Optimization exercise on an open flow, not production practice.
RTL: at most simulated, not proved equivalent.
Function not checked: run 2.
Power: default activity.

## flow/design.v (module list and top-level ports; edited modules follow where they fit)
// module subFloat64Sigs_cobkb_rom: 21 lines
// module subFloat64Sigs_cobkb: 20 lines
// module roundAndPackFloat64: 303 lines
// module subFloat64Sigs: 808 lines
module subFloat64Sigs (
        ap_clk,
        ap_rst,
        ap_start,
        ap_done,
        ap_idle,
        ap_ready,
        a,
        b,
        zSign,
        ap_return
);
  // ...
==> flow/subFloat64Sigs_cobkb_rom.dat <==
8
7
6
6
5
5
5
5
4
4
4
4
4
4
4
4
3
3
3
3
3
3
3
3
3
3
3
3
3
3
3
3
2
2
2
2
2
2
2
2
2
2
2
2
2
2
2
2
2
2
2
2
2
2
2
2
2
2
2
2
2
2
2
2
1
1
1
1
1
1
1
1
1
1
1
1
1
1
1
1
1
1
1
1
1
1
1
1
1
1
1
1
1
1
1
1
1
1
1
1
1
1
1
1
1
1
1
1
1
1
1
1
1
1
1
1
1
1
1
1
1
1
1
1
1
1
1
1
0
0
0
0
0
0
0
0
0
0
0
0
0
0
0
0
0
0
0
0
0
0
0
0
0
0
0
0
0
0
0
0
0
0
0
0
0
0
0
0
0
0
0
0
0
0
0
0
0
0
0
0
0
0
0
0
0
0
0
0
0
0
0
0
0
0
0
0
0
0
0
0
0
0
0
0
0
0
0
0
0
0
0
0
0
0
0
0
0
0
0
0
0
0
0
0
0
0
0
0
0
0
0
0
0
0
0
0
0
0
0
0
0
0
0
0
0
0
0
0
0
0
0
0
0
0
0
0

==> flow/run.sh <==
#!/bin/bash
# synth_recipe.tcl (not shown) runs the flow's synth.tcl, then flattens the netlist and writes it again
# the make line also repeats each setting of config.mk as NAME=value (left out here)
make -C /OpenROAD-flow-scripts/flow DESIGN_CONFIG=/design/flow/config.mk WORK_HOME=/design/flow/orfs CLKGATE_MAP_FILE= SYNTH_SCRIPT=/design/flow/synth_recipe.tcl finish
==> flow/config.mk <==
export PLATFORM = sky130hd
export DESIGN_NAME = subFloat64Sigs
export DESIGN_NICKNAME = subFloat64Sigs
export VERILOG_FILES = /design/flow/design.v
export SDC_FILE = /design/flow/constraint.sdc
export NUM_CORES = 4
export LEC_CHECK = 0
export CAP_MARGIN = 20
export CORE_MARGIN = 2
export CORE_UTILIZATION = 40
export SLEW_MARGIN = 20
==> flow/constraint.sdc <==
create_clock -name core_clock -period 10.0 [get_ports {ap_clk}]
set_input_delay 2.0000 -clock core_clock [delete_from_list [all_inputs] [get_ports {ap_clk}]]
set_output_delay 2.0000 -clock core_clock [all_outputs]
set_load 0.01 [all_outputs]
==> metrics.cfg, run 1 <==
[power]
power_frac_seq = 0.456
power_mw = 12.8
power_switching_mw = 3.60

[placement]
dp.cells = 10600

[logic_synthesis]
synth_cell_types = 100
async_reset_ff_frac = 0
synthTopCellsByArea = edfxtp_1, mux4_2, dfxtp_1
avgSynthCellArea_um2 = 9.71
synth_edf_count = 970

[grt]
grt_max_degree = 118
grt_usage = 0.334
grt_pass1_vias = 64100

[critical_path]
cp_cell_sequence = clkdlybuf4s50_1 > inv_1 > ha_1 > or4_1 > nor2_1 > nand4_1 > nand3b_1 > a21oi_1 > o21ai_0 > and4_1 > a21oi_4 > buf_4 > nand2_1 > nand2_4 > buf_4

[layout]
register_area_mm2 = 0.0338
post-route-util = 0.449
largestClassByArea = multi-input combinational cells
drive_above_1_share = 0.105
nClkBuffers = 177

[status]
status = timing/DRC/antenna clean

[timing]
hold_viol_final = 0
worst_slew_pin_slew_ps = 1120
whs_ps = 482
fin_skew_ps = 42.4

[min_path]
hold-path-cell-count = 2
min-delay-start = tmp_20_reg_196[62]$_SDFFE_PP0P_
worstHoldEndpoint = tmp_20_reg_196[62]$_SDFFE_PP0P_

[die]
tapCellCount = 2640
coreArea_mm2 = 0.197

[drt]
post_drt_wl_per_cell_um = 32.1
vias_per_cell = 6.40

[clock_tree]
cts_buffers = 137
cts_tree = built

Testbench counts, summed over its fixed seeds: cycles 27,537, items 2,400.
==> run 2: changes to the inputs <==
==> flow/design.v (replaced) <==
`timescale 1 ns / 1 ps
module subFloat64Sigs (
        ap_clk,
        ap_rst,
        ap_start,
        ap_done,
        ap_idle,
        ap_ready,
        a,
        b,
        zSign,
        ap_return
);
input   ap_clk;
input   ap_rst;
input   ap_start;
output   ap_done;
output   ap_idle;
output   ap_ready;
input  [63:0] a;
input  [63:0] b;
input  [0:0] zSign;
output  [63:0] ap_return;
integer k;
reg slow;
reg [54:2] Zreg;
reg [10:0] eXreg;
reg negReg;
wire [10:0] ea = a[62:52];
wire [10:0] eb = b[62:52];
wire [51:0] fa = a[51:0];
wire [51:0] fb = b[51:0];
wire aMax = &ea;
wire bMax = &eb;
wire aFz  = ~|fa;
wire bFz  = ~|fb;
wire aNaN = aMax & ~aFz;
wire bNaN = bMax & ~bFz;
wire aSNaN = aNaN & ~fa[51];
wire bSNaN = bNaN & ~fb[51];
wire aInf = aMax & aFz;
wire bInf = bMax & bFz;
reg [63:0] special;
always @(*) begin
    if (bSNaN | (bNaN & ~aSNaN))
        special = b | 64'h0008_0000_0000_0000;
    else if (aNaN)
        special = a | 64'h0008_0000_0000_0000;
    else if (aInf & bInf)
        special = 64'h7FFF_FFFF_FFFF_FFFF;
    else if (aInf)
        special = a;
    else
        special = {~zSign, 11'h7FF, 52'd0};
end
wire isSpecial = aMax | bMax;
wire za = ~|ea;
wire zb = ~|eb;
wire [10:0] eaE = {ea[10:1], ea[0] | za};
wire [10:0] ebE = {eb[10:1], eb[0] | zb};
wire [52:0] mA = {~za, fa};
wire [52:0] mB = {~zb, fb};
wire [11:0] dab = {1'b0, ea} - {1'b0, eb};
wire [11:0] dba = {1'b0, eb} - {1'b0, ea};
wire [10:0] dAbs = dab[11] ? dba[10:0] : dab[10:0];
wire swap = dab[11];
wire [52:0] mX = swap ? mB : mA;
wire [10:0] eX = swap ? ebE : eaE;
wire eXis1 = eX == 11'd1;
wire [55:0] Zfull = {1'b0, Zreg, 2'b00};
wire [10:0] limN = eXreg - 11'd1;
reg  [55:0] Zl;
always @(*) begin
    for (k = 0; k < 56; k = k + 1)
        Zl[k] = Zfull[k] | (limN == 55 - k);
end
reg  [5:0] sN;
always @(*) begin
    sN = 6'd0;
    for (k = 0; k < 56; k = k + 1)
        if (Zl[k]) sN = 6'd55 - k;
end
wire zX = swap ? zb : za;
wire zY = swap ? za : zb;
wire [51:0] fY = swap ? fa : fb;
wire [55:0] YwF = (zY & ~zX) ? {fY, 4'b0000} : {~zY, fY, 3'b000};
reg  [55:0] YwS;
always @(*) begin
    for (k = 0; k < 56; k = k + 1)
        YwS[k] = Zfull[55 - k];
end
wire [55:0] Yw = slow ? YwS : YwF;
wire bigSh = ~slow & (|dAbs[10:6]);
wire [5:0] sh = slow ? sN : dAbs[5:0];
wire [56*7-1:0] ST;
wire [5:0] SO;
assign ST[55:0] = Yw;
genvar m;
generate
    for (m = 0; m < 6; m = m + 1) begin : shs
        assign ST[(m+1)*56 +: 56] = sh[m] ? (ST[m*56 +: 56] >> (1 << m)) : ST[m*56 +: 56];
        assign SO[m] = sh[m] & (|ST[m*56 +: (1 << m)]);
    end
endgenerate
wire [55:0] Ys = bigSh ? 56'd0 : ST[6*56 +: 56];
wire yNZ = swap ? ~(za & aFz) : ~(zb & bFz);
wire sticky = ~slow & (bigSh ? yNZ : (|SO));
wire [55:0] Yal = {Ys[55:1], Ys[0] | sticky};
wire [52:0] Yhi = Yal[55:3];
wire [2:0]  Ylo = Yal[2:0];
wire [52:0] pg = ~(mX ^ Yhi);
wire [52:0] gg = mX & ~Yhi;
wire [53*7-1:0] GK;
wire [53*7-1:0] PK;
assign GK[52:0] = gg;
assign PK[52:0] = pg;
genvar l, i;
generate
    for (l = 0; l < 6; l = l + 1) begin : lv
        for (i = 0; i < 53; i = i + 1) begin : bt
            if ((i >> l) & 1) begin : cmb
                localparam integer J = ((i >> l) << l) - 1;
                assign GK[(l+1)*53+i] = GK[l*53+i] | (PK[l*53+i] & GK[l*53+J]);
                assign PK[(l+1)*53+i] = PK[l*53+i] & PK[l*53+J];
            end else begin : pas
                assign GK[(l+1)*53+i] = GK[l*53+i];
                assign PK[(l+1)*53+i] = PK[l*53+i];
            end
        end
    end
endgenerate
wire [52:0] Gp = GK[6*53 +: 53];
wire [52:0] Pp = PK[6*53 +: 53];
wire [52:0] S  = pg ^ {Gp[51:0], 1'b0};
wire [52:0] S1 = pg ^ {Gp[51:0] | Pp[51:0], 1'b1};
wire cout1 = Gp[52] | Pp[52];
wire nz = |Ylo;
wire [2:0] L = 3'd0 - Ylo;             
wire hi  = nz ? S[52] : S1[52];        
wire u51 = nz ? S[51] : S1[51];        
wire incH = L[2] & (L[1] | L[0] | S[0]);
wire selH = ~nz | incH;
wire incL = L[1] & (L[0] | L[2]);
wire selL = ~nz | (L[2] & incL);
wire ovL = selL & S1[52];
wire [10:0] eXm1 = eX - 11'd1;
wire selU = hi ? selH : selL;
wire [51:0] U = selU ? S1[51:0] : S[51:0];
wire [51:0] fracF = hi ? U : {U[50:0], nz & (L[2] ^ incL)};
wire [10:0] expF = (hi | ovL) ? eX : eXm1;
wire neg = ~nz & ~cout1;
reg  [55:0] N;
always @(*) begin
    for (k = 0; k < 56; k = k + 1)
        N[k] = Ys[55 - k];
end
wire [10:0] eNs = eXreg - {5'd0, sN};
wire [62:0] resSlow = {N[55] ? eNs : 11'd0, N[54:3]};
wire zeroZ = ~|Zreg;
wire fastOK = isSpecial | (~neg & (hi | (u51 & ~eXis1)));
wire ovr = isSpecial | slow;
wire [62:0] ovrVal = isSpecial ? special[62:0] : resSlow;
assign ap_return[63] = isSpecial ? special[63] : (~(slow & zeroZ) & (zSign ^ swap ^ (slow & negReg)));
assign ap_return[62:0] = ovr ? ovrVal : {expF, fracF};
assign ap_ready = ap_start & (slow | fastOK);
assign ap_idle  = ~ap_start;
assign ap_done  = ap_ready | ap_idle;
always @(posedge ap_clk) begin
    if (ap_rst == 1'b1)
        slow <= 1'b0;
    else
        slow <= ap_start & ~slow & ~fastOK;
end
always @(posedge ap_clk) begin
    Zreg <= {(neg ? ~S[51:0] : (nz ? S[51:0] : S1[51:0])), L[2]};
    negReg <= neg;
    eXreg <= eX;
end
endmodule
==> flow/flow/run.sh (new file) <==
#!/bin/bash
# The standard layout (standard.sh) with these changes:
# - adders are not mapped to the library's full/half-adder cells before ABC,
#   so ABC can restructure the carry logic;
# - port buffers are plain buffers (buf_4) instead of delay cells;
# - the resizer may change a cell's footprint when it resizes.
# make's output goes to flow_make.log; each ORFS step logs under orfs/logs.
set -euo pipefail
bash standard.sh ADDER_MAP_FILE= "BUFFER_PORTS_ARGS=-buffer_cell sky130_fd_sc_hd__buf_4" MATCH_CELL_FOOTPRINT=0 finish > flow_make.log 2>&1
==> flow/standard.sh (new file) <==
#!/bin/bash
# synth_recipe.tcl (not shown) runs the flow's synth.tcl, then flattens the netlist and writes it again
# the make line also repeats each setting of config.mk as NAME=value (left out here)
make -C /OpenROAD-flow-scripts/flow DESIGN_CONFIG=/design/flow/config.mk WORK_HOME=/design/flow/orfs CLKGATE_MAP_FILE= SYNTH_SCRIPT=/design/flow/synth_recipe.tcl "${@:-finish}"
==> flow/config.mk (replaced) <==
export PLATFORM = sky130hd
export DESIGN_NAME = subFloat64Sigs
export DESIGN_NICKNAME = subFloat64Sigs
export VERILOG_FILES = /design/flow/design.v
export SDC_FILE = /design/flow/constraint.sdc
export NUM_CORES = 4
export LEC_CHECK = 0
export ABC_AREA = 0
export CAP_MARGIN = 20
export CORE_MARGIN = 2
export CORE_UTILIZATION = 60
export GPL_TIMING_DRIVEN = 0
export SLEW_MARGIN = 20
removed: flow/subFloat64Sigs_cobkb_rom.dat
removed: flow/run.sh
==> run 2 against run 1 <==
  * Synthesized cell count shrank 59%
  * The flow now stops in global routing
  * Synthesized area shrank 72%
==> metrics.cfg, run 2 <==
[die]
initial_core_util = 0.606  ; was 0.402
ioPinCount = 199  ; unchanged
dieHeight_um = 196  ; was 449 µm
die_w_um = 196  ; was 449 µm
row_count = 70  ; was 163

[grt]
grt_pass1_vias = 41100
grt_pass1_wl_mm = 276
grt_max_degree = 20
grt_usage = 0.944
overflow = 1517

[logic_synthesis]
async_reset_ff_frac = 0  ; unchanged
yosys_warnings = 1  ; was 3
synth.most_common_cell = nand2_1  ; was edfxtp_1
synth_top_area_frac = 0.0642  ; was 0.368
synth_ff_type = dfxtp_1  ; was edfxtp_1
avgSynthCellArea_um2 = 6.51  ; was 9.71 µm²
synth_cell_types = 130  ; was 100
yosysTopAreaCell = nand2_1  ; was edfxtp_1
synthTopCellsByArea = nand2_1, o21ai_0, dfxtp_1  ; was edfxtp_1, mux4_2, dfxtp_1
synth_common_cells = nand2_1, nor2_1, o21ai_0  ; was edfxtp_1, nand2_1, nor2_1
syn_area_mm2 = 0.0220  ; was 0.0792 mm²
netlist_instances = 3386  ; was 8160
synth-seq-cells = 66  ; was 1203
synth_edf_count = 0  ; was 970
synth-seq-area-share = 0.0600  ; was 0.426
synth_fp_nets = 3518  ; was 8547

[status]
stop_stage = global routing
status = stopped before the end  ; was timing/DRC/antenna clean
error = [ERROR GRT-0116] Global routing finished with congestion. Check the congestion regions in the DRC Viewer.

[clock_tree]
cts_max_level = 3  ; was 4
cts.sinks = 66  ; was 1203
holdBufCountCts = 0  ; unchanged
cts_root_buf = clkbuf_16  ; unchanged
cts_buffers = 9  ; was 137
clockBufferDepth = 2  ; was 3

[placement]
numPortBuffers = 187  ; was 198
gp_congestion = 1.49  ; was 1.06
dp_slack_ps = -3700  ; was 2110 ps
place_hpwl_mm = 119  ; was 264 mm

-- run 2: cell count changes after synthesis, moves of 218 or more --
cell / change
edfxtp_1: -970
inv_1: -312
nand2_1: -482
a21oi_1: -266
nor2_1: -333
clkbuf_1: -321
mux4_2: -218
ha_1: -251
mux2i_1: -253
-- run 2: worst min-delay path by stage --
| stage | startpoint | endpoint | slack (ps) |
|---|---|---|---|
| after floorplan | Zreg[54]$_DFF_P_ | Zreg[2]$_DFF_P_ | 1100 |
| after global placement | Zreg[11]$_DFF_P_ | Zreg[40]$_DFF_P_ | 1580 |
| after detailed placement | Zreg[11]$_DFF_P_ | Zreg[40]$_DFF_P_ | 1610 |
| after CTS | Zreg[6]$_DFF_P_ | Zreg[46]$_DFF_P_ | 1570 |
-- run 2: metal layers --
| layer | GRT overflow | GRT usage |
|---|---|---|
| met5 | 17 | 0.731 |
| met4 | 408 | 0.976 |
| met3 | 129 | 0.853 |
| met2 | 833 | 1.07 |
| met1 | 130 | 0.903 |
-- run 2: power by group through the flow --
stage,clock [mW],combinational (mW),sequential [mW]
4_1_cts,0.339,3.56,0.539
3_5_place_dp,0,2.89,0.545
3_3_place_gp,0,2.84,0.544
2_1_floorplan,0,1.83,0.407
-- run 2: cells by family after synthesis --
kind of cell    count (synthesis)  share of synthesized area
flops                          66                     0.0600
compound gates               1282                      0.405
buf+inv                       312                     0.0653
simple gates                 1339                      0.300
fa+ha+maj                      52                     0.0241
mux                           151                     0.0725
xor+xnor                      184                     0.0738
-- run 2: what timing repair did --
item | in CTS
gates resized for setup | 782
pin swaps | 201
buffers inserted | 241
endpoints found under the setup margin | 118
gates cloned | 5
-- run 2: through the flow --
step | utilization | instances | setup TNS, ps | cell area, µm² | total power, mW
floorplan | - | 3386 | -7990 | 22900 | 2.24
global placement | 0.685 | 4041 | -274240 | 24900 | 3.39
detailed placement | 0.686 | 4044 | -285370 | 24900 | 3.43
CTS | 0.833 | 4303 | -64200 | 30300 | 4.44
==> module subFloat64Sigs, before the edit <==
module subFloat64Sigs (
        ap_clk,
        ap_rst,
        ap_start,
        ap_done,
        ap_idle,
        ap_ready,
        a,
        b,
        zSign,
        ap_return
);
input   ap_clk;
input   ap_rst;
input   ap_start;
output   ap_done;
output   ap_idle;
output   ap_ready;
input  [63:0] a;
input  [63:0] b;
input  [0:0] zSign;
output  [63:0] ap_return;
integer k;
reg slow;
reg [54:2] Zreg;
reg [10:0] eXreg;
reg negReg;
wire [10:0] ea = a[62:52];
wire [10:0] eb = b[62:52];
wire [51:0] fa = a[51:0];
wire [51:0] fb = b[51:0];
wire aMax = &ea;
wire bMax = &eb;
wire aFz  = ~|fa;
wire bFz  = ~|fb;
wire aNaN = aMax & ~aFz;
wire bNaN = bMax & ~bFz;
wire aSNaN = aNaN & ~fa[51];
wire bSNaN = bNaN & ~fb[51];
wire aInf = aMax & aFz;
wire bInf = bMax & bFz;
reg [63:0] special;
always @(*) begin
    if (bSNaN | (bNaN & ~aSNaN))
        special = b | 64'h0008_0000_0000_0000;
    else if (aNaN)
        special = a | 64'h0008_0000_0000_0000;
    else if (aInf & bInf)
        special = 64'h7FFF_FFFF_FFFF_FFFF;
    else if (aInf)
        special = a;
    else
        special = {~zSign, 11'h7FF, 52'd0};
end
wire isSpecial = aMax | bMax;
wire za = ~|ea;
wire zb = ~|eb;
wire [10:0] eaE = {ea[10:1], ea[0] | za};
wire [10:0] ebE = {eb[10:1], eb[0] | zb};
wire [52:0] mA = {~za, fa};
wire [52:0] mB = {~zb, fb};
wire [11:0] dab = {1'b0, ea} - {1'b0, eb};
wire [11:0] dba = {1'b0, eb} - {1'b0, ea};
wire [10:0] dAbs = dab[11] ? dba[10:0] : dab[10:0];
wire swap = dab[11];
wire [52:0] mX = swap ? mB : mA;
wire [10:0] eX = swap ? ebE : eaE;
wire eXis1 = eX == 11'd1;
wire [55:0] Zfull = {1'b0, Zreg, 2'b00};
wire [10:0] limN = eXreg - 11'd1;
reg  [55:0] Zl;
always @(*) begin
    for (k = 0; k < 56; k = k + 1)
        Zl[k] = Zfull[k] | (limN == 55 - k);
end
reg  [5:0] sN;
always @(*) begin
    sN = 6'd0;
    for (k = 0; k < 56; k = k + 1)
        if (Zl[k]) sN = 6'd55 - k;
end
wire zX = swap ? zb : za;
wire zY = swap ? za : zb;
wire [51:0] fY = swap ? fa : fb;
wire [55:0] YwF = (zY & ~zX) ? {fY, 4'b0000} : {~zY, fY, 3'b000};
reg  [55:0] YwS;
always @(*) begin
    for (k = 0; k < 56; k = k + 1)
        YwS[k] = Zfull[55 - k];
end
wire [55:0] Yw = slow ? YwS : YwF;
wire bigSh = ~slow & (|dAbs[10:6]);
wire [5:0] sh = slow ? sN : dAbs[5:0];
wire [56*7-1:0] ST;
wire [5:0] SO;
assign ST[55:0] = Yw;
genvar m;
generate
    for (m = 0; m < 6; m = m + 1) begin : shs
        assign ST[(m+1)*56 +: 56] = sh[m] ? (ST[m*56 +: 56] >> (1 << m)) : ST[m*56 +: 56];
        assign SO[m] = sh[m] & (|ST[m*56 +: (1 << m)]);
    end
endgenerate
wire [55:0] Ys = bigSh ? 56'd0 : ST[6*56 +: 56];
wire yNZ = swap ? ~(za & aFz) : ~(zb & bFz);
wire sticky = ~slow & (bigSh ? yNZ : (|SO));
wire [55:0] Yal = {Ys[55:1], Ys[0] | sticky};
wire [52:0] Yhi = Yal[55:3];
wire [2:0]  Ylo = Yal[2:0];
wire [52:0] pg = ~(mX ^ Yhi);
wire [52:0] gg = mX & ~Yhi;
wire [53*7-1:0] GK;
wire [53*7-1:0] PK;
assign GK[52:0] = gg;
assign PK[52:0] = pg;
genvar l, i;
generate
    for (l = 0; l < 6; l = l + 1) begin : lv
        for (i = 0; i < 53; i = i + 1) begin : bt
            if ((i >> l) & 1) begin : cmb
                localparam integer J = ((i >> l) << l) - 1;
                assign GK[(l+1)*53+i] = GK[l*53+i] | (PK[l*53+i] & GK[l*53+J]);
                assign PK[(l+1)*53+i] = PK[l*53+i] & PK[l*53+J];
            end else begin : pas
                assign GK[(l+1)*53+i] = GK[l*53+i];
                assign PK[(l+1)*53+i] = PK[l*53+i];
            end
        end
    end
endgenerate
wire [52:0] Gp = GK[6*53 +: 53];
wire [52:0] Pp = PK[6*53 +: 53];
wire [52:0] S  = pg ^ {Gp[51:0], 1'b0};
wire [52:0] S1 = pg ^ {Gp[51:0] | Pp[51:0], 1'b1};
wire cout1 = Gp[52] | Pp[52];
wire nz = |Ylo;
wire [2:0] L = 3'd0 - Ylo;             
wire hi  = nz ? S[52] : S1[52];        
wire u51 = nz ? S[51] : S1[51];        
wire incH = L[2] & (L[1] | L[0] | S[0]);
wire selH = ~nz | incH;
wire incL = L[1] & (L[0] | L[2]);
wire selL = ~nz | (L[2] & incL);
wire ovL = selL & S1[52];
wire [10:0] eXm1 = eX - 11'd1;
wire selU = hi ? selH : selL;
wire [51:0] U = selU ? S1[51:0] : S[51:0];
wire [51:0] fracF = hi ? U : {U[50:0], nz & (L[2] ^ incL)};
wire [10:0] expF = (hi | ovL) ? eX : eXm1;
wire neg = ~nz & ~cout1;
reg  [55:0] N;
always @(*) begin
    for (k = 0; k < 56; k = k + 1)
        N[k] = Ys[55 - k];
end
wire [10:0] eNs = eXreg - {5'd0, sN};
wire [62:0] resSlow = {N[55] ? eNs : 11'd0, N[54:3]};
wire zeroZ = ~|Zreg;
wire fastOK = isSpecial | (~neg & (hi | (u51 & ~eXis1)));
wire ovr = isSpecial | slow;
wire [62:0] ovrVal = isSpecial ? special[62:0] : resSlow;
assign ap_return[63] = isSpecial ? special[63] : (~(slow & zeroZ) & (zSign ^ swap ^ (slow & negReg)));
assign ap_return[62:0] = ovr ? ovrVal : {expF, fracF};
assign ap_ready = ap_start & (slow | fastOK);
assign ap_idle  = ~ap_start;
assign ap_done  = ap_ready | ap_idle;
always @(posedge ap_clk) begin
    if (ap_rst == 1'b1)
        slow <= 1'b0;
    else
        slow <= ap_start & ~slow & ~fastOK;
end
always @(posedge ap_clk) begin
    Zreg <= {(neg ? ~S[51:0] : (nz ? S[51:0] : S1[51:0])), L[2]};
    negReg <= neg;
    eXreg <= eX;
end
endmodule
==> run 3: changes to the inputs <==
--- a/flow/design.v
+++ b/flow/design.v
@@ -74,12 +74,30 @@
     for (k = 0; k < 56; k = k + 1)
         Zl[k] = Zfull[k] | (limN == 55 - k);
 end
-reg  [5:0] sN;
-always @(*) begin
-    sN = 6'd0;
-    for (k = 0; k < 56; k = k + 1)
-        if (Zl[k]) sN = 6'd55 - k;
-end
+wire [63:0] lzIn = {Zl, 8'hFF};
+wire [127:0] LV;                  
+wire [64*6-1:0] LC;               
+assign LV[63:0] = lzIn;
+genvar q, r;
+generate
+    for (q = 1; q <= 6; q = q + 1) begin : lzl
+        for (r = 0; r < (64 >> q); r = r + 1) begin : lzg
+            localparam integer VI = 128 - (128 >> (q - 1));    
+            localparam integer VO = 128 - (128 >> q);          
+            wire vh = LV[VI + 2*r + 1];
+            wire vl = LV[VI + 2*r];
+            assign LV[VO + r] = vh | vl;
+            if (q == 1) begin : first
+                assign LC[r] = ~vh;
+            end else begin : later
+                wire [q-2:0] ch = LC[64*(q-2) + (2*r+1)*(q-1) +: (q-1)];
+                wire [q-2:0] cl = LC[64*(q-2) + (2*r)*(q-1) +: (q-1)];
+                assign LC[64*(q-1) + r*q +: q] = vh ? {1'b0, ch} : {1'b1, cl};
+            end
+        end
+    end
+endgenerate
+wire [5:0] sN = LC[64*5 +: 6];
 wire zX = swap ? zb : za;
 wire zY = swap ? za : zb;
 wire [51:0] fY = swap ? fa : fb;
==> run 3 against run 2 <==
  * The flow again stops in global routing
  * Synthesized area rose by 0.65%
  * Synthesized cell count decreased by 0.35%
==> metrics.cfg, run 3 <==
[placement]
dp.cells = 4033  ; was 4044
place_hpwl_mm = 119  ; about the same
gp_congestion = 1.52  ; was 1.49
dp_slack_ps = -3540  ; was -3700 ps
numPortBuffers = 190  ; was 187
dpl_cell_area_mm2 = 0.0250  ; was 0.0249 mm²

[clock_tree]
cts_buffers = 9  ; unchanged
cts_max_level = 3  ; unchanged
holdBufCountCts = 0  ; unchanged
cts_root_buf = clkbuf_16  ; unchanged
cts.sinks = 66  ; unchanged
clockBufferDepth = 2  ; unchanged

[grt]
grt_usage = 0.904
grt_max_degree = 15
grt_pass1_wl_mm = 265
grt_pass1_vias = 39400
overflow = 955

[logic_synthesis]
synth_ff_type = dfxtp_1  ; unchanged
synth.most_common_cell = nand2_1  ; unchanged
yosys_warnings = 1  ; unchanged
synth_top_area_frac = 0.0596  ; was 0.0642
avgSynthCellArea_um2 = 6.57  ; was 6.51 µm²
synthTopCellsByArea = dfxtp_1, nand2_1, mux2i_1  ; was nand2_1, o21ai_0, dfxtp_1
yosysTopAreaCell = dfxtp_1  ; was nand2_1
async_reset_ff_frac = 0  ; unchanged
synth-seq-area-share = 0.0596  ; was 0.0600
synth_cell_types = 112  ; was 130
synth-seq-cells = 66  ; unchanged
netlist_instances = 3374  ; was 3386
syn_area_mm2 = 0.0222  ; was 0.0220 mm²
synth_fp_nets = 3506  ; was 3518
synth_common_cells = nand2_1, nor2_1, o21ai_0  ; unchanged
synth_edf_count = 0  ; unchanged

[die]
row_count = 70  ; unchanged
initial_core_util = 0.607  ; was 0.606
dieHeight_um = 196  ; about the same
die_w_um = 196  ; about the same
ioPinCount = 199  ; unchanged

[status]
stop_stage = global routing  ; unchanged
status = stopped before the end  ; unchanged
error = [ERROR GRT-0116] Global routing finished with congestion. Check the congestion regions in the DRC Viewer.  ; unchanged

==> run 3: cell families after synthesis <==
family,share of synthesized area
adders and majority gates,0.0226
muxes,0.0948
and+or+nand+nor,0.280
buffers and inverters,0.0653
AOI/OAI and AO/OA,0.405
xor gates and xnor gates,0.0730
DFF,0.0596
==> run 3: worst max-delay path by stage <==
stage | to | cells after the start
after floorplan | ap_return[21] | 30
after global placement | ap_return[6] | 27
after detailed placement | ap_return[13] | 30
after CTS | ap_return[37] | 31
==> run 3: metal layers <==
metal | global-route usage | overflow
met5 | 0.645 | 18
met4 | 0.891 | 287
met3 | 0.815 | 121
met2 | 1.01 | 447
met1 | 0.897 | 82
==> run 3: repair_timing <==
item / in CTS
resized for setup: 743
hold endpoints to repair: 0
pin swaps: 129
setup endpoints to repair: 119
buffers inserted: 176
cloned: 4
==> run 3: power by group through the flow <==
stage / Sequential (mW) / Clock (mW) / Combinational [mW]
floorplan: 0.383 / 0 / 1.80
global placement: 0.494 / 0 / 2.77
detailed placement: 0.493 / 0 / 2.81
CTS: 0.491 / 0.376 / 3.36
Testbench counts of run 3, summed over its fixed seeds: cycles 2,448, items 2,400.
==> run 4: changes to the inputs <==
--- a/flow/config.mk
+++ b/flow/config.mk
@@ -5,9 +5,10 @@
 export SDC_FILE = /design/flow/constraint.sdc
 export NUM_CORES = 4
 export LEC_CHECK = 0
-export ABC_AREA = 0
+export ABC_AREA = 1
 export CAP_MARGIN = 20
 export CORE_MARGIN = 2
-export CORE_UTILIZATION = 60
+export CORE_UTILIZATION = 35
 export GPL_TIMING_DRIVEN = 0
+export SETUP_SLACK_MARGIN = 0.3
 export SLEW_MARGIN = 20
==> run 4 against run 3 <==
  * The run now finishes clean
  * Synthesized area shrank 10%
  * Synthesized cell count grew 19%
==> metrics.cfg, run 4 <==
[critical_path]
r2r_start = eXreg[1]$_DFF_P_
max_stage_delay_ps = 270
crit_buf_inv = 13
regToRegSetupSlack_ps = 2630
path_class = in -> out
reg2reg_to = Zreg[27]$_DFF_P_
r2r_cells = 41
worstSetupStartpointType = input port
worst_setup_path_end_kind = primary output
worstPathArrival_ps = 7640
cp.required_ps = 8000
critical-path-top-delay-family = simple AND/OR/NAND/NOR gates
slowest_stage = nor3_4
cp_max_fo = 10

[logic_synthesis]
yosys.area_share.simple = 0.584  ; was 0.280
synth.most_common_cell = nand2_1  ; unchanged
netlist_instances = 4025  ; was 3374
syn_area_mm2 = 0.0200  ; was 0.0222 mm²
synth_mux_area_frac = 0  ; was 0.0948
synth_fp_nets = 4157  ; was 3506
synth_ff_type = dfxtp_1  ; unchanged
synth_cell_types = 61  ; was 112
async_reset_ff_frac = 0  ; unchanged
synth-xor-area-share = 0.0394  ; was 0.0730
synth_compound_area_frac = 0.175  ; was 0.405
yosys_warnings = 1  ; unchanged
synth-seq-area-share = 0.0662  ; was 0.0596
synth_common_cells = nand2_1, nand3_1, inv_1  ; was nand2_1, nor2_1, o21ai_0
avgSynthCellArea_um2 = 4.96  ; was 6.57 µm²
yosysTopAreaCell = nand2_1  ; was dfxtp_1
synth_edf_count = 0  ; unchanged
synthTopCellsByArea = nand2_1, nand3_1, o21ai_0  ; was dfxtp_1, nand2_1, mux2i_1
synthAdderAreaFrac = 0  ; was 0.0226
synth_top_family_by_area = simple AND/OR/NAND/NOR gates  ; was compound AO/OA/AOI/OAI gates
synth-seq-cells = 66  ; unchanged
synth_top_area_frac = 0.254  ; was 0.0596

[timing]
relSlewSlack = 0.215
finalSetupViolations = 0
hold_viol_final = 0
slew_viol_final = 0
fmax_mhz = 104
min_period_ps = 9640
rsz0062_at_grt = yes
worst_slew_pin_slew_ps = 1170
fin_skew_ps = 9.64
finalCritPeriodShare = 0.964

[layout]
num-fill-cells = 6449
layoutNonFillerInstCount = 5103
drive_above_1_share = 0.262
layout_common_cells = nand2_1, nand3_1, inv_1, buf_4, nor2_1
register_area_mm2 = 0.00132
layout_commonest_cell = nand2_1
post-route-util = 0.478
fin_nets = 4466
reg.largest.list = Zreg x53, eXreg x11
largest-register = Zreg
largest_reg_flops = 53
area_growth_pct = 35.0
multi_input_area_mm2 = 0.0188

[min_path]
hold_path.class = reg -> reg
min-delay-start = Zreg[49]$_DFF_P_
hold-path-cell-count = 11
worstHoldEndpoint = Zreg[2]$_DFF_P_

[drt]
post-route-drc-count = 0
drtIter0Drc = 4110
vias_per_cell = 6.04
drt_pass1_iterations = 9
post_drt_wl_per_cell_um = 27.0
totalWireLength_mm = 138
antenna_left = 0
num_vias = 30800

[clock_tree]
cts_tree = built
cts_buffers = 9  ; unchanged
cts_root_buf = clkbuf_16  ; unchanged
cts.sinks = 66  ; unchanged
clk_pin_slew_ps = 60
cts_max_level = 3  ; unchanged
clk_latency_ps = 360
holdBufCountCts = 0  ; unchanged
clockBufferDepth = 2  ; unchanged

[die]
dieArea_mm2 = 0.0589
die_w_um = 243  ; was 196 µm
ioPinCount = 199  ; unchanged
dieHeight_um = 243  ; was 196 µm
coreArea_mm2 = 0.0564
initial_core_util = 0.354  ; was 0.607
row_count = 87  ; was 70

[grt]
overflow = 0
grt_max_degree = 13
grt_pass1_wl_mm = 190
antenna_found_initial = 16
grt_pass1_vias = 27400
grt_usage = 0.440

[placement]
gp_congestion = 1.10  ; was 1.52
place_hpwl_mm = 114  ; was 119 mm
dp.cells = 4979  ; was 4033
numPortBuffers = 198  ; was 190

[power]
p_leak_nw = 13.1
power_density_mw_per_mm2 = 183
vdd_drop_max_mv = 0.0944

[status]
status = timing/DRC/antenna clean  ; was stopped before the end

[job]
maxCapViolCount = 0

-- run 4: changes by cell type after synthesis, sizes merged, moves of 91 or more --
cell	before	now
nor3	124	33
mux2i	130	0
a211oi	97	2
a21oi	245	114
nand3	85	767
nand2	352	1387
xnor2	132	19
inv	77	407
-- run 4: metrics by stage --
step                setup TNS (ps)  power, mW  worst slack [ps]  hold WS (ps)  cell area (µm²)
finish                           0       4.94               358          1700            26900
global route                     0       5.16               178          1770            26900
CTS                              0       4.38               301          1810            24200
detailed placement          -98620       3.77             -1700          1780            22400
global placement           -105550       3.79             -1830          1990            22400
floorplan                        0       2.43              1570          1070            20000
-- run 4: kinds of logic after synthesis --
| kind of cell | count (synthesis) |
|---|---|
| and+or+nand+nor | 2636 |
| AOI/OAI and AO/OA | 611 |
| buffers and inverters | 623 |
| xor gates and xnor gates | 89 |
| DFF | 66 |
-- run 4: power by group --
group	switching [mW]	internal (mW)
registers	0.125	0.359
logic	2.79	1.29
clock network	0.134	0.243
total	3.05	1.89
-- run 4: how the worst max path moves through the flow --
| stage | start | end | slack, ps | cells after the start |
|---|---|---|---|---|
| after floorplan | a[55] | ap_return[0] | 1570 | 34 |
| after global placement | b[53] | ap_return[49] | -1830 | 41 |
| after detailed placement | b[53] | ap_return[49] | -1700 | 41 |
| after CTS | b[53] | ap_return[0] | 300 | 45 |
| after global routing | b[60] | ap_return[0] | 180 | 40 |
| final | b[59] | ap_return[0] | 360 | 41 |
-- run 4: layout make-up --
class,instances,area share
buffer,214,0.0596
inverter,409,0.0582
sequential,66,0.0490
tap,756,0.0351
clock buffer,9,0.00836
antenna,8,0.000743
timing repair buffer,296,0.0882
multi-input combinational,3338,0.696
clock inverter,7,0.00437
-- run 4: per-layer routing --
layer,track usage,part of all wire,up-vias
li1,-,-,14000
met1,0.582,0.40,14400
met2,0.673,0.42,1962
met3,0.0787,0.11,446
met4,0.247,0.075,12
met5,0,0.00052,-
-- run 4: worst min-delay path, cell delays in order, from the launching register on --
cell     delay [ps]
dfxtp_1         410
o21ai_4         130
nand2_2         100
nand3_1          90
nand3_1         100
a21oi_1          70
nand2_1         100
a21oi_2          80
nand2_4         140
nand2_4          80
nand3_1         200
xor2_1          140
-- run 4: what timing repair did --
item                                    in CTS  in global routing
resized for setup                          457                549
endpoints found under the setup margin      65                 65
buffers inserted                            25                 69
pin swaps                                   34                 91
gates cloned                                 1                  5
==> run 5: changes to the inputs <==
==> flow/flow/run.sh (replaced) <==
#!/bin/bash
# The standard layout (standard.sh) with these changes:
# - adders are not mapped to the library's full/half-adder cells before ABC,
#   so ABC can restructure the carry logic;
# - port buffers are plain buffers (buf_1, upsized by the resizer where timing needs it) instead of delay cells;
# - the resizer may change a cell's footprint when it resizes.
# make's output goes to flow_make.log; each ORFS step logs under orfs/logs.
set -euo pipefail
bash standard.sh ADDER_MAP_FILE= "BUFFER_PORTS_ARGS=-buffer_cell sky130_fd_sc_hd__buf_1" MATCH_CELL_FOOTPRINT=0 finish > flow_make.log 2>&1
==> run 5 against run 4 <==
  * Routed wire length down 2.8%
  * Still clean
  * Cell count is 0.41% lower
  * First-iteration DRC count increased by 20%
  * Register-to-register slack is essentially flat
  * Clock skew is 2.4 ps higher
  * Sequential power is essentially flat
  * Total power shrank 3.4%
  * Maximum frequency fell by 0.61%
  * Utilization is 1.8 points lower
  * Hold slack gained 70 ps
  * Critical endpoint is now ap_return[49]
  * Non-clock buffer count down 15
==> metrics.cfg, run 5 <==
[status]
status = timing/DRC/antenna clean  ; unchanged

[layout]
layout_commonest_cell = nand2_1  ; unchanged
fin_nets = 4451  ; was 4466
multi_input_area_mm2 = 0.0186  ; was 0.0188 mm²
layout_common_cells = nand2_1, nand3_1, inv_1, nor2_1, o21ai_0  ; was nand2_1, nand3_1, inv_1, buf_4, nor2_1
largest_reg_flops = 53  ; unchanged
register_area_mm2 = 0.00132  ; unchanged
area_growth_pct = 29.8  ; was 35.0%
drive_above_1_share = 0.216  ; was 0.262
largest-register = Zreg  ; unchanged
num-fill-cells = 6409  ; was 6449
design_area_mm2 = 0.0259  ; was 0.0269 mm²
reg.largest.list = Zreg x53, eXreg x11  ; unchanged

[clock_tree]
clk_pin_slew_ps = 60  ; about the same
cts_max_level = 3  ; unchanged
holdBufCountCts = 0  ; unchanged
cts_buffers = 9  ; unchanged
cts_root_buf = clkbuf_16  ; unchanged
clk_latency_ps = 350  ; was 360 ps
cts.sinks = 66  ; unchanged
cts_tree = built  ; unchanged
clockBufferDepth = 2  ; unchanged

[critical_path]
regToRegSetupSlack_ps = 2620  ; was 2630 ps
worstSetupStartpointType = input port  ; unchanged
r2r_cells = 39  ; was 41
critPathLaunch = b[60]  ; was b[59]
r2r_start = eXreg[1]$_DFF_P_  ; unchanged
cp_max_fo = 10  ; unchanged
slowest_stage = nand3_1  ; was nor3_4
reg2reg_to = Zreg[25]$_DFF_P_  ; was Zreg[27]$_DFF_P_
worstPathArrival_ps = 7700  ; was 7640 ps
crit_top_cell = nand2_2
worst_setup_path_end_kind = primary output  ; unchanged
cp.required_ps = 8000  ; about the same
path_class = in -> out  ; unchanged
max_stage_delay_ps = 250  ; was 270 ps
timing.critical_path.to = ap_return[49]  ; was ap_return[0]

[grt]
grt_max_degree = 11  ; was 13
overflow = 0  ; unchanged
grt_pass1_vias = 26800  ; was 27400
grt_usage = 0.424  ; was 0.440
grt_pass1_wl_mm = 185  ; was 190 mm
antenna_found_initial = 18  ; was 16

[logic_synthesis]
yosysTopAreaCell = nand2_1  ; unchanged
synthTopCellsByArea = nand2_1, nand3_1, o21ai_0  ; unchanged
synth_ff_type = dfxtp_1  ; unchanged
synth.most_common_cell = nand2_1  ; unchanged
synth_cell_types = 61  ; unchanged
synth_edf_count = 0  ; unchanged
synth_fp_nets = 4157  ; unchanged
synth_top_area_frac = 0.254  ; unchanged
netlist_instances = 4025  ; unchanged
synth-seq-cells = 66  ; unchanged
syn_area_mm2 = 0.0200  ; unchanged
async_reset_ff_frac = 0  ; unchanged
synth_common_cells = nand2_1, nand3_1, inv_1  ; unchanged
avgSynthCellArea_um2 = 4.96  ; unchanged
synth-seq-area-share = 0.0662  ; unchanged
yosys_warnings = 1  ; unchanged

[drt]
post-route-drc-count = 0  ; unchanged
totalWireLength_mm = 134  ; was 138 mm
num_vias = 31100  ; was 30800
post_drt_wl_per_cell_um = 26.3  ; was 27.0 µm
drt_pass1_iterations = 9  ; unchanged
vias_per_cell = 6.11  ; was 6.04
antenna_left = 0  ; unchanged
drtIter0Drc = 4948  ; was 4110

[min_path]
hold_path.class = reg -> reg  ; unchanged

[timing]
finalCritPeriodShare = 0.970  ; was 0.964
min_period_ps = 9700  ; was 9640 ps
worst_slew_pin_slew_ps = 1240  ; was 1170 ps
hold_viol_final = 0  ; unchanged
timing.setup.tns_ps = 0  ; unchanged
slew_viol_final = 0  ; unchanged
relSlewSlack = 0.166  ; was 0.215
fin_ws_ps = 299  ; was 358 ps
rsz0062_at_grt = no  ; was yes
finalSetupViolations = 0  ; unchanged
fin_skew_ps = 12.1  ; was 9.64 ps
fmax_mhz = 103  ; was 104 MHz

[die]
row_count = 87  ; unchanged
initial_core_util = 0.354  ; unchanged
dieArea_mm2 = 0.0589  ; unchanged
dieHeight_um = 243  ; unchanged
ioPinCount = 199  ; unchanged
coreArea_mm2 = 0.0564  ; unchanged
die_w_um = 243  ; unchanged

[power]
vdd_drop_max_mv = 0.0953  ; was 0.0944 mV
power_density_mw_per_mm2 = 184  ; was 183 mW/mm²
p_leak_nw = 12.4  ; was 13.1 nW
power_mw = 4.77  ; was 4.94 mW

[job]
maxCapViolCount = 0  ; unchanged

[placement]
gp_congestion = 1.10  ; about the same
dp_slack_ps = -1530  ; was -1700 ps
place_hpwl_mm = 110  ; was 114 mm
dpl_cell_area_mm2 = 0.0217  ; was 0.0224 mm²
numPortBuffers = 198  ; unchanged

## run 5: changes by cell type in the layout (fill, tap and decap cells not counted), sizes merged
cell,delta
buf,-51
clkbuf,+38
clkinvlp,-5
diode,-4
inv,+2
bufinv,-1
## run 5: worst min-delay path by stage
stage,from,endpoint,slack [ps],cells after the start
2_1_floorplan,Zreg[52]$_DFF_P_,Zreg[2]$_DFF_P_,1070,11
3_3_place_gp,Zreg[52]$_DFF_P_,Zreg[2]$_DFF_P_,1900,11
3_5_place_dp,slow$_SDFF_PP0_,slow$_SDFF_PP0_,1740,6
4_1_cts,Zreg[50]$_DFF_P_,Zreg[2]$_DFF_P_,1720,11
5_1_grt,Zreg[48]$_DFF_P_,Zreg[2]$_DFF_P_,1770,9
6_report,Zreg[50]$_DFF_P_,Zreg[2]$_DFF_P_,1770,11
## run 5: what timing repair did
action	in CTS	in global routing
endpoints found under the setup margin	65	65
pin swaps	29	107
buffers inserted	24	54
cloned	0	7
gates resized for setup	482	518
## run 5: cells by family after synthesis
| group | count (synthesis) | synth area share |
|---|---|---|
| AO/OA/AOI/OAI | 611 | 0.175 |
| AND/OR/NAND/NOR | 2636 | 0.584 |
| buffers and inverters | 623 | 0.135 |
| flip-flops | 66 | 0.0662 |
| XOR/XNOR | 89 | 0.0394 |
## run 5: metal layers
metal / wire [µm] / global-route usage / vias up
li1: - / - / 14000
met1: 51800 / 0.561 / 14300
met2: 54100 / 0.620 / 2277
met3: 17000 / 0.0931 / 455
met4: 10800 / 0.270 / 4
met5: 20 / 0 / -
## run 5: area by class of cell
type,instances,area share
multi-input cells,3338,0.717
repair buffers,282,0.0612
diodes,4,0.000386
flip-flops and latches,66,0.0510
plain buffers,213,0.0614
clock buffers,11,0.00937
clock inverters,3,0.00251
inverters,409,0.0602
well taps,756,0.0365
## run 5: critical path, delay by kind of cell
kind                   cells  cell delay, ps
AO/OA/AOI/OAI              1             170
buffers and inverters      8             890
AND/OR/NAND/NOR           36            4610
## run 5: where the power goes
part	total [mW]	internal [mW]	switching, mW
Clock	0.347	0.222	0.125
Sequential	0.482	0.359	0.122
Combinational	3.94	1.16	2.78
## run 5: per-stage QoR
stage          hold WS, ps   util  instances
3_3_place_gp          1900  0.384       4979
3_5_place_dp          1740  0.384       4979
4_1_cts               1720  0.418       5017
2_1_floorplan         1070      -       4025
6_report              1770  0.459       5082
5_1_grt               1770  0.459       5078
==> run 6: changes to the inputs <==
--- a/flow/config.mk
+++ b/flow/config.mk
@@ -10,5 +10,6 @@
 export CORE_MARGIN = 2
 export CORE_UTILIZATION = 35
 export GPL_TIMING_DRIVEN = 0
+export PLACE_DENSITY = 0.72
 export SETUP_SLACK_MARGIN = 0.3
 export SLEW_MARGIN = 20
==> run 6 against run 5 <==
  * Register-to-register slack worse by 110 ps
  * Hold slack got worse by 85 ps
  * Maximum frequency down 1.4%
  * Cell count is essentially flat
  * Global-route usage rose by 2.0 points
  * Via count shrank 0.23%
  * Critical path depth fell by 9
  * Clock skew increased by 7.3 ps
  * Worst setup slack got worse by 130 ps
  * Synthesized cell count did not move
==> metrics.cfg, run 6 <==
[clock_tree]
cts_tree = built  ; unchanged
clockBufferDepth = 2  ; unchanged
clk_pin_slew_ps = 70  ; was 60 ps
holdBufCountCts = 0  ; unchanged
cts_buffers = 9  ; unchanged
cts_root_buf = clkbuf_16  ; unchanged
cts.sinks = 66  ; unchanged
clk_latency_ps = 370  ; was 350 ps
cts_max_level = 3  ; unchanged

[critical_path]
critPathLaunch = b[60]  ; unchanged
slowest_stage = o21ai_1  ; was nand3_1
worst_setup_path_end_kind = primary output  ; unchanged
reg2reg_to = Zreg[29]$_DFF_P_  ; was Zreg[25]$_DFF_P_
regToRegSetupSlack_ps = 2510  ; was 2620 ps
crit_top_cell = inv_1  ; was nand2_2
path_class = in -> out  ; unchanged
r2r_cells = 42  ; was 39
worstPathArrival_ps = 7840  ; was 7700 ps
cp_max_fo = 10  ; unchanged
cp.required_ps = 8000  ; about the same
max_stage_delay_ps = 1040  ; was 250 ps
timing.critical_path.to = ap_return[1]  ; was ap_return[49]
worstSetupStartpointType = input port  ; unchanged
r2r_start = eXreg[0]$_DFF_P_  ; was eXreg[1]$_DFF_P_

[drt]
antenna_left = 0  ; unchanged
post_drt_wl_per_cell_um = 27.3  ; was 26.3 µm
totalWireLength_mm = 139  ; was 134 mm
drt_pass1_iterations = 8  ; was 9
post-route-drc-count = 0  ; unchanged
drtIter0Drc = 4174  ; was 4948
num_vias = 31000  ; was 31100
vias_per_cell = 6.10  ; was 6.11

[placement]
place_hpwl_mm = 115  ; was 110 mm
dp.cells = 4979  ; unchanged
gp_congestion = 1.08  ; was 1.10
numPortBuffers = 198  ; unchanged

[power]
switching_share = 0.635  ; was 0.634
power_mw = 4.82  ; was 4.77 mW
power_density_mw_per_mm2 = 186  ; was 184 mW/mm²
power_frac_seq = 0.111  ; was 0.101
internal_power_mw = 1.76  ; was 1.74 mW
p_clk_frac = 0.083  ; was 0.073
vdd_drop_max_mv = 0.0957  ; was 0.0953 mV
p_leak_nw = 12.4  ; about the same
power_switching_mw = 3.06  ; was 3.02 mW
pwr-share-comb = 0.806  ; was 0.826

[logic_synthesis]
yosysTopAreaCell = nand2_1  ; unchanged
synth-seq-cells = 66  ; unchanged
avgSynthCellArea_um2 = 4.96  ; unchanged
netlist_instances = 4025  ; unchanged
synth.most_common_cell = nand2_1  ; unchanged
syn_area_mm2 = 0.0200  ; unchanged
synth_fp_nets = 4157  ; unchanged
synth_ff_type = dfxtp_1  ; unchanged
synth_edf_count = 0  ; unchanged
synth-seq-area-share = 0.0662  ; unchanged
yosys_warnings = 1  ; unchanged
async_reset_ff_frac = 0  ; unchanged
synthTopCellsByArea = nand2_1, nand3_1, o21ai_0  ; unchanged
synth_common_cells = nand2_1, nand3_1, inv_1  ; unchanged
synth_top_area_frac = 0.254  ; unchanged
synth_cell_types = 61  ; unchanged

[timing]
slew_viol_final = 0  ; unchanged
fin_skew_ps = 19.3  ; was 12.1 ps
fmax_mhz = 102  ; was 103 MHz
relSlewSlack = 0.114  ; was 0.166
finalSetupViolations = 0  ; unchanged
timing.setup.tns_ps = 0  ; unchanged
hold_viol_final = 0  ; unchanged
finalCritPeriodShare = 0.984  ; was 0.970
worst_slew_pin_slew_ps = 1310  ; was 1240 ps
rsz0062_at_grt = yes  ; was no
min_period_ps = 9840  ; was 9700 ps

[layout]
largest_reg_flops = 53  ; unchanged
drive_above_1_share = 0.216  ; about the same
fin_nets = 4453  ; was 4451
layoutNonFillerInstCount = 5085  ; was 5082
reg.largest.list = Zreg x53, eXreg x11  ; unchanged
area_growth_pct = 29.7  ; was 29.8%
layout_common_cells = nand2_1, nand3_1, inv_1, nor2_1, o21ai_0  ; unchanged
post-route-util = 0.459  ; about the same
multi_input_area_mm2 = 0.0187  ; was 0.0186 mm²
largest-register = Zreg  ; unchanged
register_area_mm2 = 0.00132  ; unchanged
num-fill-cells = 6403  ; was 6409
layout_commonest_cell = nand2_1  ; unchanged

[die]
initial_core_util = 0.354  ; unchanged
row_count = 87  ; unchanged
dieArea_mm2 = 0.0589  ; unchanged
dieHeight_um = 243  ; unchanged
die_w_um = 243  ; unchanged
ioPinCount = 199  ; unchanged
coreArea_mm2 = 0.0564  ; unchanged

[grt]
grt_usage = 0.444  ; was 0.424
overflow = 0  ; unchanged
grt_max_degree = 12  ; was 11
antenna_found_initial = 8  ; was 18
grt_pass1_wl_mm = 192  ; was 185 mm
grt_pass1_vias = 27200  ; was 26800

[min_path]
hold_path.class = reg -> reg  ; unchanged

[status]
status = timing/DRC/antenna clean  ; unchanged

[job]
maxCapViolCount = 0  ; unchanged

-- run 6: cell types whose count changed in the layout (fill, tap and decap cells not counted), moves of 6 or more --
cell and change:
nand2_1 -10, nand3_4 +6, nand2_4 +6, nand3_2 -26
buf_6 +7, buf_4 +13, buf_8 -9, nand3_1 +20
-- run 6: cells by family (layout without fill, tap and decap cells) --
logic type | count (synthesis) | count (layout) | synth area share
xor+xnor | 89 | 89 | 0.0394
compound gates | 611 | 611 | 0.175
buf+inv | 623 | 923 | 0.135
simple gates | 2636 | 2637 | 0.584
flops | 66 | 66 | 0.0662
other cells | 0 | 3 | 0
-- run 6: final cells by class --
cell class,instances,area share
Antenna cell,3,0.000290
Buffer,214,0.0593
Clock buffer,12,0.00952
Clock inverter,4,0.00382
Inverter,409,0.0600
Multi-Input combinational cell,3337,0.720
Sequential cell,66,0.0510
Tap cell,756,0.0365
Timing Repair Buffer,284,0.0592
-- run 6: worst max-delay path, delay by kind of cell --
kind / cells / cell delay (ps)
and+or+nand+nor: 22 / 3040
buffers and inverters: 10 / 1370
AOI/OAI and AO/OA: 3 / 1270
xor gates and xnor gates: 1 / 130
-- run 6: worst min path at each step --
stage / slack (ps) / end / cells after the start / from
finish: 1690 / Zreg[2]$_DFF_P_ / 11 / Zreg[50]$_DFF_P_
global route: 1750 / Zreg[2]$_DFF_P_ / 11 / Zreg[50]$_DFF_P_
CTS: 1750 / Zreg[2]$_DFF_P_ / 11 / Zreg[50]$_DFF_P_
detailed placement: 1770 / slow$_SDFF_PP0_ / 6 / slow$_SDFF_PP0_
global placement: 1820 / Zreg[2]$_DFF_P_ / 11 / Zreg[52]$_DFF_P_
floorplan: 1070 / Zreg[2]$_DFF_P_ / 11 / Zreg[52]$_DFF_P_
-- run 6: layer usage --
| metal | vias up | wire length [µm] | global-route usage |
|---|---|---|---|
| met2 | 2237 | 57100 | 0.662 |
| met1 | 14400 | 54800 | 0.593 |
| met5 | - | 174 | 0 |
| met4 | 6 | 9710 | 0.238 |
| li1 | 14000 | - | - |
| met3 | 407 | 16800 | 0.0966 |
-- run 6: repair_timing --
| action | in CTS | in global routing |
|---|---|---|
| endpoints found under the setup margin | 65 | 65 |
| buffers inserted | 30 | 53 |
| gates cloned | 3 | 1 |
| pin swaps | 39 | 104 |
| resized for setup | 497 | 508 |
| endpoints found under the hold margin | 0 | 0 |
-- run 6: per-stage QoR --
step	hold slack, ps	cell area, µm²	worst slack (ps)
after CTS	1750	23600	285
after global placement	1820	21600	-1680
after detailed placement	1770	21700	-1650
after floorplan	1070	20000	1570
final	1690	25900	164
after global routing	1750	25900	114
-- run 6: power by group through the flow --
stage          Clock (mW)  Sequential (mW)  Combinational (mW)
2_1_floorplan           0            0.405                2.03
3_3_place_gp            0            0.504                3.16
3_5_place_dp            0            0.502                3.15
4_1_cts             0.391            0.504                3.37
5_1_grt             0.402            0.528                4.08
6_report            0.400            0.533                3.88
==> run 7: changes to the inputs <==
--- a/flow/config.mk
+++ b/flow/config.mk
@@ -10,6 +10,5 @@
 export CORE_MARGIN = 2
 export CORE_UTILIZATION = 35
 export GPL_TIMING_DRIVEN = 0
-export PLACE_DENSITY = 0.72
-export SETUP_SLACK_MARGIN = 0.3
+export SETUP_SLACK_MARGIN = 0.2
 export SLEW_MARGIN = 20
==> run 7 against run 6 <==
  * Count of clock-buffer cells in the layout is 1 lower
  * Cell count is 0.67% lower
  * Utilization is 1.2 points lower
  * Critical path type unchanged
  * Critical endpoint is now ap_return[49]
  * Largest cell class unchanged
==> metrics.cfg, run 7 <==
[clock_tree]
cts_buffers = 9  ; unchanged
cts.sinks = 66  ; unchanged
clk_pin_slew_ps = 60  ; was 70 ps
clockBufferDepth = 2  ; unchanged
cts_root_buf = clkbuf_16  ; unchanged
clk_latency_ps = 350  ; was 370 ps
cts_tree = built  ; unchanged
cts_max_level = 3  ; unchanged

[critical_path]
r2r_start = eXreg[1]$_DFF_P_  ; was eXreg[0]$_DFF_P_
worstSetupStartpointType = input port  ; unchanged
worst_setup_path_end_kind = primary output  ; unchanged
reg2reg_to = Zreg[25]$_DFF_P_  ; was Zreg[29]$_DFF_P_
max_stage_delay_ps = 350  ; was 1040 ps
slowest_stage = nor4_4  ; was o21ai_1
cp_max_fo = 10  ; unchanged
worstPathArrival_ps = 7730  ; was 7840 ps
crit_top_cell = nand2_1  ; was inv_1
cp.required_ps = 8000  ; about the same
path_class = in -> out  ; unchanged
r2r_cells = 33  ; was 42
regToRegSetupSlack_ps = 2700  ; was 2510 ps

[layout]
register_area_mm2 = 0.00132  ; unchanged
multi_input_area_mm2 = 0.0182  ; was 0.0187 mm²
largest_reg_flops = 53  ; unchanged
num-fill-cells = 6485  ; was 6403
largest-register = Zreg  ; unchanged
fin_nets = 4421  ; was 4453
post-route-util = 0.447  ; was 0.459
layout_common_cells = nand2_1, nand3_1, inv_1, nor2_1, o21ai_0  ; unchanged
design_area_mm2 = 0.0252  ; was 0.0259 mm²
layout_commonest_cell = nand2_1  ; unchanged
area_growth_pct = 26.4  ; was 29.7%
reg.largest.list = Zreg x53, eXreg x11  ; unchanged
drive_above_1_share = 0.196  ; was 0.216

[logic_synthesis]
synth_edf_count = 0  ; unchanged
synth_cell_types = 61  ; unchanged
yosys_warnings = 1  ; unchanged
synth_ff_type = dfxtp_1  ; unchanged
synth_fp_nets = 4157  ; unchanged
avgSynthCellArea_um2 = 4.96  ; unchanged
synth-seq-cells = 66  ; unchanged
yosysTopAreaCell = nand2_1  ; unchanged
synthTopCellsByArea = nand2_1, nand3_1, o21ai_0  ; unchanged
synth_top_area_frac = 0.254  ; unchanged
async_reset_ff_frac = 0  ; unchanged
netlist_instances = 4025  ; unchanged
synth.most_common_cell = nand2_1  ; unchanged
synth-seq-area-share = 0.0662  ; unchanged
syn_area_mm2 = 0.0200  ; unchanged
synth_common_cells = nand2_1, nand3_1, inv_1  ; unchanged

[die]
ioPinCount = 199  ; unchanged
dieHeight_um = 243  ; unchanged
initial_core_util = 0.354  ; unchanged
row_count = 87  ; unchanged
coreArea_mm2 = 0.0564  ; unchanged
dieArea_mm2 = 0.0589  ; unchanged
die_w_um = 243  ; unchanged

[power]
power_density_mw_per_mm2 = 185  ; was 186 mW/mm²
internal_power_mw = 1.69  ; was 1.76 mW
p_leak_nw = 12.1  ; was 12.4 nW
power_frac_seq = 0.104  ; was 0.111
p_clk_frac = 0.074  ; was 0.083
switching_share = 0.637  ; was 0.635
pwr-share-comb = 0.822  ; was 0.806
vdd_drop_max_mv = 0.0948  ; was 0.0957 mV
power_switching_mw = 2.97  ; was 3.06 mW
power_mw = 4.67  ; was 4.82 mW

[timing]
worst_slew_pin_slew_ps = 1200  ; was 1310 ps
finalCritPeriodShare = 0.973  ; was 0.984
min_period_ps = 9730  ; was 9840 ps
finalSetupViolations = 0  ; unchanged
fin_skew_ps = 11.0  ; was 19.3 ps
slew_viol_final = 0  ; unchanged
hold_viol_final = 0  ; unchanged
timing.setup.tns_ps = 0  ; unchanged
rsz0062_at_grt = yes  ; unchanged
relSlewSlack = 0.196  ; was 0.114
fmax_mhz = 103  ; was 102 MHz
whs_ps = 1770  ; was 1690 ps

[drt]
drt_pass1_iterations = 9  ; was 8
vias_per_cell = 6.10  ; about the same
post_drt_wl_per_cell_um = 26.3  ; was 27.3 µm
totalWireLength_mm = 133  ; was 139 mm
num_vias = 30800  ; was 31000
drtIter0Drc = 4646  ; was 4174
antenna_left = 0  ; unchanged
post-route-drc-count = 0  ; unchanged

[placement]
place_hpwl_mm = 110  ; was 115 mm
numPortBuffers = 198  ; unchanged
dpl_cell_area_mm2 = 0.0217  ; unchanged
gp_congestion = 1.10  ; was 1.08

[grt]
antenna_found_initial = 17  ; was 8
grt_pass1_vias = 26600  ; was 27200
grt_max_degree = 11  ; was 12
grt_pass1_wl_mm = 184  ; was 192 mm
grt_usage = 0.423  ; was 0.444
overflow = 0  ; unchanged

[job]
maxCapViolCount = 0  ; unchanged

[status]
status = timing/DRC/antenna clean  ; unchanged

[min_path]
hold_path.class = reg -> reg  ; unchanged
hold-path-cell-count = 11  ; unchanged
min-delay-start = Zreg[50]$_DFF_P_  ; unchanged
worstHoldEndpoint = Zreg[2]$_DFF_P_  ; unchanged

run 7: critical path: cells and delay by family:
kind	cells	cell delay, ps
buffers and inverters	9	1320
AND/OR/NAND/NOR	31	4370
run 7: through the flow:
| step | worst slack (ps) | std cells |
|---|---|---|
| after global placement | -1770 | 4979 |
| after floorplan | 1570 | 4025 |
| final | 266 | 5051 |
| after global routing | 99.8 | 5048 |
| after CTS | 168 | 5010 |
| after detailed placement | -1530 | 4979 |
run 7: kinds of logic after synthesis:
logic type / synth area share
AND/OR/NAND/NOR: 0.584
buffers and inverters: 0.135
AO/OA/AOI/OAI: 0.175
XOR/XNOR: 0.0394
flip-flops: 0.0662
run 7: how the worst max path moves through the flow:
stage | startpoint | endpoint | slack (ps) | cells past startpoint
2_1_floorplan | a[55] | ap_return[0] | 1570 | 34
3_3_place_gp | b[52] | ap_return[21] | -1770 | 31
3_5_place_dp | b[52] | ap_return[21] | -1530 | 39
4_1_cts | b[53] | ap_return[21] | 170 | 46
5_1_grt | a[60] | ap_return[22] | 100 | 40
6_report | a[52] | ap_return[49] | 270 | 40
run 7: repair_timing:
action                     in CTS  in global routing
pin swaps                      18                 73
hold endpoints to repair        0                  0
gates resized for setup       403                486
setup endpoints to repair      65                 65
gates cloned                    0                  3
hold buffers                    0                  0
buffers inserted               17                 35
run 7: layout make-up:
cell class	count	share of cell area
Clock buffer	11	0.00962
Buffer	214	0.0604
Inverter	409	0.0617
Clock inverter	3	0.00258
Multi-Input combinational cell	3336	0.723
Antenna cell	3	0.000298
Tap cell	756	0.0375
Timing Repair Buffer	253	0.0521
Sequential cell	66	0.0524
run 7: routing by layer:
layer / vias up / global-route usage / routed length [µm]
met4: 2 / 0.273 / 10900
met5: - / 0 / 8
li1: 13900 / - / -
met2: 2239 / 0.615 / 53200
met1: 14200 / 0.562 / 51500
met3: 472 / 0.0897 / 17000
run 7: power groups by stage:
stage	logic [mW]	registers [mW]	clock network (mW)
floorplan	2.03	0.405	0
global placement	3.18	0.459	0
detailed placement	3.16	0.459	0
CTS	3.35	0.465	0.342
global route	4.01	0.486	0.353
finish	3.84	0.483	0.346
==> run 8: changes to the inputs <==
--- a/flow/config.mk
+++ b/flow/config.mk
@@ -6,9 +6,9 @@
 export NUM_CORES = 4
 export LEC_CHECK = 0
 export ABC_AREA = 1
-export CAP_MARGIN = 20
+export CAP_MARGIN = 0
 export CORE_MARGIN = 2
 export CORE_UTILIZATION = 35
 export GPL_TIMING_DRIVEN = 0
 export SETUP_SLACK_MARGIN = 0.2
-export SLEW_MARGIN = 20
+export SLEW_MARGIN = 0
==> run 8 against run 7 <==
  * Now fails the layout checks on max-capacitance violations
  * Routed wire length up 0.21%
  * First-iteration DRC count down 2.1%
  * Maximum frequency about the same
  * Via count up 0.66%
  * Cell count up 0.79%
  * Utilization up 0.76 points
  * Flip-flop and latch count unchanged
  * Design area up 1.7%
  * Critical path type unchanged
==> metrics.cfg, run 8 <==
[status]
status = finished with violations  ; was timing/DRC/antenna clean
so_faults = max-capacitance violations

[clock_tree]
clk_pin_slew_ps = 60  ; about the same
cts_root_buf = clkbuf_16  ; unchanged
cts.sinks = 66  ; unchanged
cts_buffers = 9  ; unchanged
cts_tree = built  ; unchanged
clockBufferDepth = 2  ; unchanged
holdBufCountCts = 0  ; unchanged
clk_latency_ps = 350  ; about the same
cts_max_level = 3  ; unchanged

[logic_synthesis]
synth_common_cells = nand2_1, nand3_1, inv_1  ; unchanged
synthTopCellsByArea = nand2_1, nand3_1, o21ai_0  ; unchanged
async_reset_ff_frac = 0  ; unchanged
synth_fp_nets = 4157  ; unchanged
yosysTopAreaCell = nand2_1  ; unchanged
synth.most_common_cell = nand2_1  ; unchanged
yosys_warnings = 1  ; unchanged
synth_top_area_frac = 0.254  ; unchanged
synth_ff_type = dfxtp_1  ; unchanged
avgSynthCellArea_um2 = 4.96  ; unchanged
synth-seq-cells = 66  ; unchanged
synth_cell_types = 61  ; unchanged
netlist_instances = 4025  ; unchanged
synth-seq-area-share = 0.0662  ; unchanged
syn_area_mm2 = 0.0200  ; unchanged
synth_edf_count = 0  ; unchanged

[power]
power_density_mw_per_mm2 = 183  ; was 185 mW/mm²
vdd_drop_max_mv = 0.100  ; was 0.0948 mV
p_leak_nw = 12.3  ; was 12.1 nW
power_mw = 4.70  ; was 4.67 mW

[grt]
gr-usage-met2 = 0.618  ; was 0.615
grt_usage = 0.422  ; was 0.423
grtUsageMet3 = 0.0928  ; was 0.0897
met1_usage = 0.555  ; was 0.562
top_usage_layer = met2  ; unchanged
antenna_found_initial = 13  ; was 17
overflow = 0  ; unchanged
grt_pass1_wl_mm = 184  ; about the same
grt_max_degree = 11  ; unchanged
grt_pass1_vias = 26700  ; was 26600

[timing]
timing.setup.tns_ps = 0  ; unchanged
fin_skew_ps = 9.09  ; was 11.0 ps
finalCritPeriodShare = 0.973  ; about the same
worst_slew_pin_slew_ps = 1510  ; was 1200 ps
rsz0062_at_grt = no  ; was yes
min_period_ps = 9730  ; about the same
hold_viol_final = 0  ; unchanged
relSlewSlack = -0.0117  ; was 0.196
slew_viol_final = 10  ; was 0
fmax_mhz = 103  ; about the same
finalSetupViolations = 0  ; unchanged

[placement]
numPortBuffers = 198  ; unchanged
place_hpwl_mm = 110  ; about the same
gp_congestion = 1.10  ; unchanged
dp.cells = 4979  ; unchanged

[die]
ioPinCount = 199  ; unchanged
dieHeight_um = 243  ; unchanged
die_w_um = 243  ; unchanged
dieArea_mm2 = 0.0589  ; unchanged
row_count = 87  ; unchanged
coreArea_mm2 = 0.0564  ; unchanged
initial_core_util = 0.354  ; unchanged

[min_path]
hold_path.class = reg -> reg  ; unchanged
min-delay-start = Zreg[50]$_DFF_P_  ; unchanged

[critical_path]
regToRegSetupSlack_ps = 2610  ; was 2700 ps
crit_top_cell = nand2_1  ; unchanged
max_stage_delay_ps = 300  ; was 350 ps
slowest_stage = nor4_4  ; unchanged
worstSetupStartpointType = input port  ; unchanged
cp.required_ps = 8000  ; about the same
r2r_start = eXreg[1]$_DFF_P_  ; unchanged
critPathLaunch = a[62]  ; was a[52]
cp_max_fo = 10  ; unchanged
worstPathArrival_ps = 7730  ; about the same
path_class = in -> out  ; unchanged
worst_setup_path_end_kind = primary output  ; unchanged

[layout]
layout_commonest_cell = nand2_1  ; unchanged
layoutNonFillerInstCount = 5091  ; was 5051
fin_nets = 4461  ; was 4421
layout_common_cells = nand2_1, nand3_1, inv_1, nor2_1, o21ai_0  ; unchanged
largest_reg_flops = 53  ; unchanged
largest-register = Zreg  ; unchanged
num-fill-cells = 6493  ; was 6485
drive_above_1_share = 0.205  ; was 0.196
area_growth_pct = 28.5  ; was 26.4%
post-route-util = 0.455  ; was 0.447
reg.largest.list = Zreg x53, eXreg x11  ; unchanged

[drt]
antenna_left = 0  ; unchanged
vias_per_cell = 6.10  ; about the same
num_vias = 31000  ; was 30800
totalWireLength_mm = 133  ; about the same
drtIter0Drc = 4549  ; was 4646
post-route-drc-count = 0  ; unchanged
post_drt_wl_per_cell_um = 26.1  ; was 26.3 µm
drt_pass1_iterations = 8  ; was 9

[job]
maxCapViolCount = 1  ; was 0

==> run 8: cell count changes in the layout (fill, tap and decap cells not counted), sizes merged <==
cell    previous run  this run
buf              361       408
clkbuf           117       110
==> run 8: worst max-delay path, delay by kind of cell <==
family                 cells  cell delay, ps
AO/OA/AOI/OAI              1             200
buffers and inverters      7             940
AND/OR/NAND/NOR           34            4550
==> run 8: final timing paths <==
kind,cells after the start,endpoint
max reg2reg,41,Zreg[27]$_DFF_P_
max,42,ap_return[21]
min,11,Zreg[2]$_DFF_P_
min reg2reg,11,Zreg[2]$_DFF_P_
==> run 8: final cells by class <==
type                       instances  area [µm²]  area share
antenna                            3        7.51    0.000293
buffer                           214        1510      0.0590
clock buffer                      11         243     0.00946
clock inverter                     3        65.1     0.00254
inverter                         409        1550      0.0605
multi-input combinational       3336       18400       0.717
sequential                        66        1320      0.0515
tap                              756         946      0.0369
timing repair buffer             293        1620      0.0630
==> run 8: cells by family (layout without fill, tap and decap cells) <==
kind of cell    Yosys count  after routing  synth area share
other cells               0              3                 0
xor+xnor                 89             89            0.0394
flops                    66             66            0.0662
buf+inv                 623            930             0.135
simple gates           2636           2636             0.584
compound gates          611            611             0.175
==> run 8: where the power goes <==
part	leakage [nW]	switching (mW)	internal [mW]
Sequential	0.556	0.122	0.359
Clock	0.151	0.122	0.222
Combinational	11.6	2.75	1.13
Total	12.3	2.99	1.71
==> run 8: stage by stage <==
step                hold slack [ps]  setup WS [ps]  cell area [µm²]
floorplan                      1070           1570            20000
global placement               1900          -1770            21600
detailed placement             1890          -1630            21600
CTS                            1730            199            23400
global route                   1830           79.9            25600
finish                         1790            269            25600
==> run 8: metal layers <==
layer | vias to the layer above | share of wire
met5 | - | 0
met3 | 448 | 0.13
met4 | 0 | 0.080
met2 | 2356 | 0.40
li1 | 14000 | -
met1 | 14200 | 0.39
==> run 8: timing repair <==
item	in CTS	in global routing
cloned	0	1
gates resized for setup	435	486
pin swaps	21	101
setup endpoints to repair	65	65
setup buffers	21	73
